Source: an optimization exercise on an open RTL-to-GDS flow (aim: small area). Production flows keep margins and buffers that such runs may drop.
In this exercise RTL edits were held to simulation tests only and were not proved equivalent to the original.

## dk_walk
module dk_walk #(
    parameter CLOCK_RATE = 1000000,
    parameter SAMPLE_RATE = 96000
)(
    input clk,
    input I_RSTn,
    input audio_clk_en,
    input walk_en,
    output reg signed[15:0] out
);
For scale: roughly 20 I/O pins, about 22000 um2 of cells after synthesis.
export LEC_CHECK = 0
export ABC_AREA = 1
export CAP_MARGIN = 20
export CORE_MARGIN = 2
export CORE_UTILIZATION = 70
export SLEW_MARGIN = 20
create_clock -name core_clock -period 30.0 [get_ports {clk}]
standard.sh (not shown) runs the stock make flow with config.mk's settings and CLKGATE_MAP_FILE= SYNTH_SCRIPT=/design/flow/synth_recipe.tcl, a recipe that flattens the netlist after the stock synthesis.
==> flow/flow/run.sh <==
#!/bin/bash
# Layout flow: the standard synthesis; then two netlist passes that keep
# every register and the logic function: a full-adder polarity pass
# (flow/polopt.py) and an area re-mapping of the other combinational cells
# (flow/reabc.py); a yosys equivalence proof against the standard netlist
# (flow/equiv.sh) decides whether the new netlist is used. Then the standard
# ORFS steps, with clock tree synthesis told not to add dummy loads.
# Each step writes its own log here.
set -uo pipefail
R=orfs/results/${FLOW_PLATFORM}/dk_walk/base
L=orfs/logs/${FLOW_PLATFORM}/dk_walk/base
LIBF=${FLOW_HOME}/platforms/${FLOW_PLATFORM}/lib/sky130_fd_sc_hd__tt_025C_1v80.lib
Y=${FLOW_HOME}/../tools/install/yosys/bin/yosys
[ -x "$Y" ] || Y=yosys

bash standard.sh synth > synth.log 2>&1 || exit 1
cp "$R/1_2_yosys.v" yosys_standard.v

use=yosys_standard.v
if python3 flow/polopt.py yosys_standard.v yosys_polopt.v > polopt.log 2>&1; then
    use=yosys_polopt.v
    if python3 flow/reabc.py yosys_polopt.v yosys_reabc.v "$L/1_2_yosys.log" "$Y" "$LIBF" > reabc.log 2>&1; then
        use=yosys_reabc.v
    fi
fi
if [ "$use" != yosys_standard.v ]; then
    if bash flow/equiv.sh yosys_standard.v "$use" "$Y" "$LIBF" > equiv.log 2>&1; then
        cp "$use" "$R/1_2_yosys.v"
        echo "using $use" >> equiv.log
    else
        echo "equivalence not proven, keeping the standard netlist" >> equiv.log
    fi
fi

bash standard.sh finish \
    "CTS_ARGS=-sink_clustering_enable -repair_clock_nets -sink_clustering_size 10 -sink_clustering_max_diameter 40 -buf_list sky130_fd_sc_hd__clkbuf_4 -dont_use_dummy_load" \
    > finish.log 2>&1
Other scripts of this flow, unchanged in this note and not shown: flow/flow/equiv.sh, flow/flow/polopt.py, flow/flow/reabc.py
The baseline completed with no timing, DRC or antenna violations.
Rerun with:
--- a/flow/flow/run.sh
+++ b/flow/flow/run.sh
@@ -36 +36 @@
-    "CTS_ARGS=-sink_clustering_enable -repair_clock_nets -sink_clustering_size 10 -sink_clustering_max_diameter 40 -buf_list sky130_fd_sc_hd__clkbuf_4 -dont_use_dummy_load" \
+    "CTS_ARGS=-sink_clustering_enable -repair_clock_nets -sink_clustering_size 16 -sink_clustering_max_diameter 60 -buf_list sky130_fd_sc_hd__clkbuf_8 -dont_use_dummy_load" \
Utilization came out higher by 0.33 points.
Via count barely changes.
Sequential share of layout area came out lower by 0.14 points.
Fmax is about the same.

## quartz
dk_walk again, from the RTL that the note above started with.
==> flow/design.v (excerpt) <==
module dk_walk #(
    parameter CLOCK_RATE = 1000000,
    parameter SAMPLE_RATE = 96000
)(
    input clk,
    input I_RSTn,
    input audio_clk_en,
    input walk_en,
    output reg signed[15:0] out
);
    wire en = audio_clk_en;
    reg [7:0] lfsr;
    always @(posedge clk, negedge I_RSTn) begin
        if (!I_RSTn) lfsr <= 8'd255;
        else if (en) lfsr <= {lfsr[6:4], lfsr[3] ^ lfsr[7], lfsr[2] ^ lfsr[7], lfsr[1] ^ lfsr[7], lfsr[0], lfsr[7]};
    end
    wire [2:0] noise = {1'b0, lfsr[7:6]} - 3'd2;    
    reg [25:0] P1;
    reg w1;
    wire w_up = !walk_en;                                
    wire w_sat = w_up ? (P1[25:12] >= 14'd10832)
                      : (P1[25:16] == 10'd0) & (P1[15:14] != 2'b11);
    wire [25:0] P1_add = !en ? 26'd0
                       : w_up ? (w1 ? 26'd49887 : 26'd47718)
                              : (w1 ? -26'd47718 : -26'd49887);
    wire [25:0] P1_step;
    dkw_add #(26) u_p1(.a(P1_add), .b(P1), .ci(1'b0), .s(P1_step), .co());
    reg [4:0] step_h;
    always @* begin
        if (!w_sat)    step_h = w_up ? 5'd9 : 5'h17;
        else if (w_up) step_h = P1[0] ? (P1[1] ? 5'd2 : 5'd9) : 5'd0;
        else           step_h = P1[1] ? 5'h17 : (P1[0] ? 5'h1e : 5'd0);
    end
    always @(posedge clk, negedge I_RSTn) begin
        if (!I_RSTn) begin
            P1 <= 26'd0;
            w1 <= 1'b0;
        end else begin
            P1 <= (en & w_sat) ? (w_up ? 26'd44421120 : 26'd0) : P1_step;
            if (en) w1 <= !w_sat & !w1;
        end
    end
    wire [13:0] tmp1 = P1[25:12];              
    reg [16:0] sq_st;
    reg sq_lo;
    reg sq_unf;
    reg [28:0] P3;
    reg s1;
    wire sq_wrap = sq_st == 17'd94666;         
    wire sq_half = sq_st == 17'd126077;        
    wire sq_sat = sq_unf ? (P3[28:17] >= 12'd2217)
                         : (P3[28:17] < 12'd1655);
    wire [28:0] P3_add = !en ? 29'd0
                       : sq_unf ? (s1 ? 29'd155445 : 29'd151830)
                                : (s1 ? -29'd151830 : -29'd155445);
    wire [28:0] P3_step;
    dkw_add #(29) u_p3(.a(P3_add), .b(P3), .ci(1'b0), .s(P3_step), .co());
    always @(posedge clk, negedge I_RSTn) begin
        if (!I_RSTn) begin
            sq_st <= 17'd1;
            sq_lo <= 1'b1;
  ...
export LEC_CHECK = 0
export ABC_AREA = 1
export CAP_MARGIN = 20
export CORE_MARGIN = 2
export CORE_UTILIZATION = 70
export SLEW_MARGIN = 20
create_clock -name core_clock -period 30.0 [get_ports {clk}]
==> flow/flow/run.sh <==
#!/bin/bash
# Layout flow: the standard synthesis; then netlist passes that keep
# every register and the logic function: a full-adder polarity pass
# (flow/polopt.py) and an area re-mapping of the other combinational cells
# with ABC (flow/reabc.py), repeated for a few rounds, keeping the smallest
# netlist; a yosys equivalence proof against the standard netlist
# (flow/equiv.sh) decides whether it is used. Then the standard ORFS steps,
# with clock tree synthesis told not to add dummy loads.
# Each step writes its own log here.
set -uo pipefail
R=orfs/results/${FLOW_PLATFORM}/dk_walk/base
L=orfs/logs/${FLOW_PLATFORM}/dk_walk/base
LIBF=${FLOW_HOME}/platforms/${FLOW_PLATFORM}/lib/sky130_fd_sc_hd__tt_025C_1v80.lib
Y=${FLOW_HOME}/../tools/install/yosys/bin/yosys
[ -x "$Y" ] || Y=yosys

bash standard.sh synth > synth.log 2>&1 || exit 1
cp "$R/1_2_yosys.v" yosys_standard.v

best=yosys_standard.v
best_area=999999999
prev=yosys_standard.v
S1="strash;dch -f;map -a;topo;dnsize"
S2="strash;dch -f;&get -n;&nf -R 1000 -p;&put;topo;dnsize"
for r in 1 2 3 4 5 6; do
    if [ $((r % 2)) -eq 1 ]; then S="$S2"; else S="$S1"; fi
    python3 flow/polopt.py "$prev" round${r}_pol.v > round${r}_polopt.log 2>&1 || break
    python3 flow/reabc.py round${r}_pol.v round${r}.v "$L/1_2_yosys.log" "$Y" "$LIBF" "$S" > round${r}_reabc.log 2>&1 || break
    a=$(grep "Chip area" round${r}_reabc.log | tail -1 | awk '{printf "%d", $NF * 1000}')
    echo "round $r: area $a" >> rounds.log
    if [ -n "$a" ] && [ "$a" -lt "$best_area" ]; then best_area=$a; best=round${r}.v; fi
    prev=round${r}.v
done
echo "best: $best" >> rounds.log

if [ "$best" != yosys_standard.v ]; then
    if bash flow/equiv.sh yosys_standard.v "$best" "$Y" "$LIBF" > equiv.log 2>&1; then
        cp "$best" "$R/1_2_yosys.v"
        echo "using $best" >> equiv.log
    else
        echo "equivalence not proven, keeping the standard netlist" >> equiv.log
    fi
fi

bash standard.sh finish \
    "CTS_ARGS=-sink_clustering_enable -repair_clock_nets -sink_clustering_size 30 -sink_clustering_max_diameter 80 -buf_list sky130_fd_sc_hd__clkbuf_16 -dont_use_dummy_load" \
    "BUFFER_PORTS_ARGS=-buffer_cell sky130_fd_sc_hd__buf_1" \
    > finish.log 2>&1
Other scripts of this flow, unchanged in this note and not shown: flow/flow/equiv.sh, flow/flow/polopt.py, flow/flow/reabc.py
Modified inputs, yarrow compared to quartz
diff --git a/flow/flow/run.sh b/flow/flow/run.sh
--- a/flow/flow/run.sh
+++ b/flow/flow/run.sh
@@ -45,3 +45,3 @@
 bash standard.sh finish \
-    "CTS_ARGS=-sink_clustering_enable -repair_clock_nets -sink_clustering_size 30 -sink_clustering_max_diameter 80 -buf_list sky130_fd_sc_hd__clkbuf_16 -dont_use_dummy_load" \
+    "CTS_ARGS=-sink_clustering_enable -repair_clock_nets -sink_clustering_size 10 -sink_clustering_max_diameter 40 -buf_list sky130_fd_sc_hd__clkbuf_4 -dont_use_dummy_load" \
     "BUFFER_PORTS_ARGS=-buffer_cell sky130_fd_sc_hd__buf_1" \
## What came out
- The run showing the smaller worst hold-check slack is yarrow.
- On clock latency on the worst-skew pair: between quartz and yarrow, it ends up higher for yarrow.
- Against quartz, yarrow comes in 0.17 points higher on sequential share of layout area.
- Proportion of final cell area spent on non-clock buffers: quartz vs yarrow, no meaningful difference
- Routed wire in yarrow totals less than in quartz.
- Compared with quartz, yarrow shows a higher post-route non-filler standard cell count.

port drivers added, routing unchanged:
In the flow no input, the clock included, has a driving cell. The finished layouts below were timed again as built, in two steps. Step 1 (the two cells are an assumption about what drives the block):
set clk [get_ports {clk}]
set_driving_cell -lib_cell sky130_fd_sc_hd__clkbuf_16 $clk
set_driving_cell -lib_cell sky130_fd_sc_hd__buf_2 [delete_from_list [all_inputs] $clk]
Step 2 moves the port delays by t, midway between the first and last clock arrival at a register: inputs arrive t later, outputs are due t later. That takes back most of the time a late clock gives input paths. Three values: ideal, step 1, step 2; two values: the first two.
| run | t, ns | slack for setup (ns) | hold WS [ns] |
|---|---|---|---|
| the first run of note 1 | 0.779 | 5.370 / 5.370 / 5.370 | 0.284 / 0.284 / 0.284 |
| the second run of note 1 | 0.598 | 5.380 / 5.380 / 5.380 | 0.307 / 0.307 / 0.307 |
| quartz | 0.570 | 5.389 / 5.389 / 5.389 | 0.302 / 0.302 / 0.302 |
| yarrow | 0.802 | 5.361 / 5.361 / 5.361 | 0.270 / 0.270 / 0.270 |
After both steps every run listed still meets setup and hold.
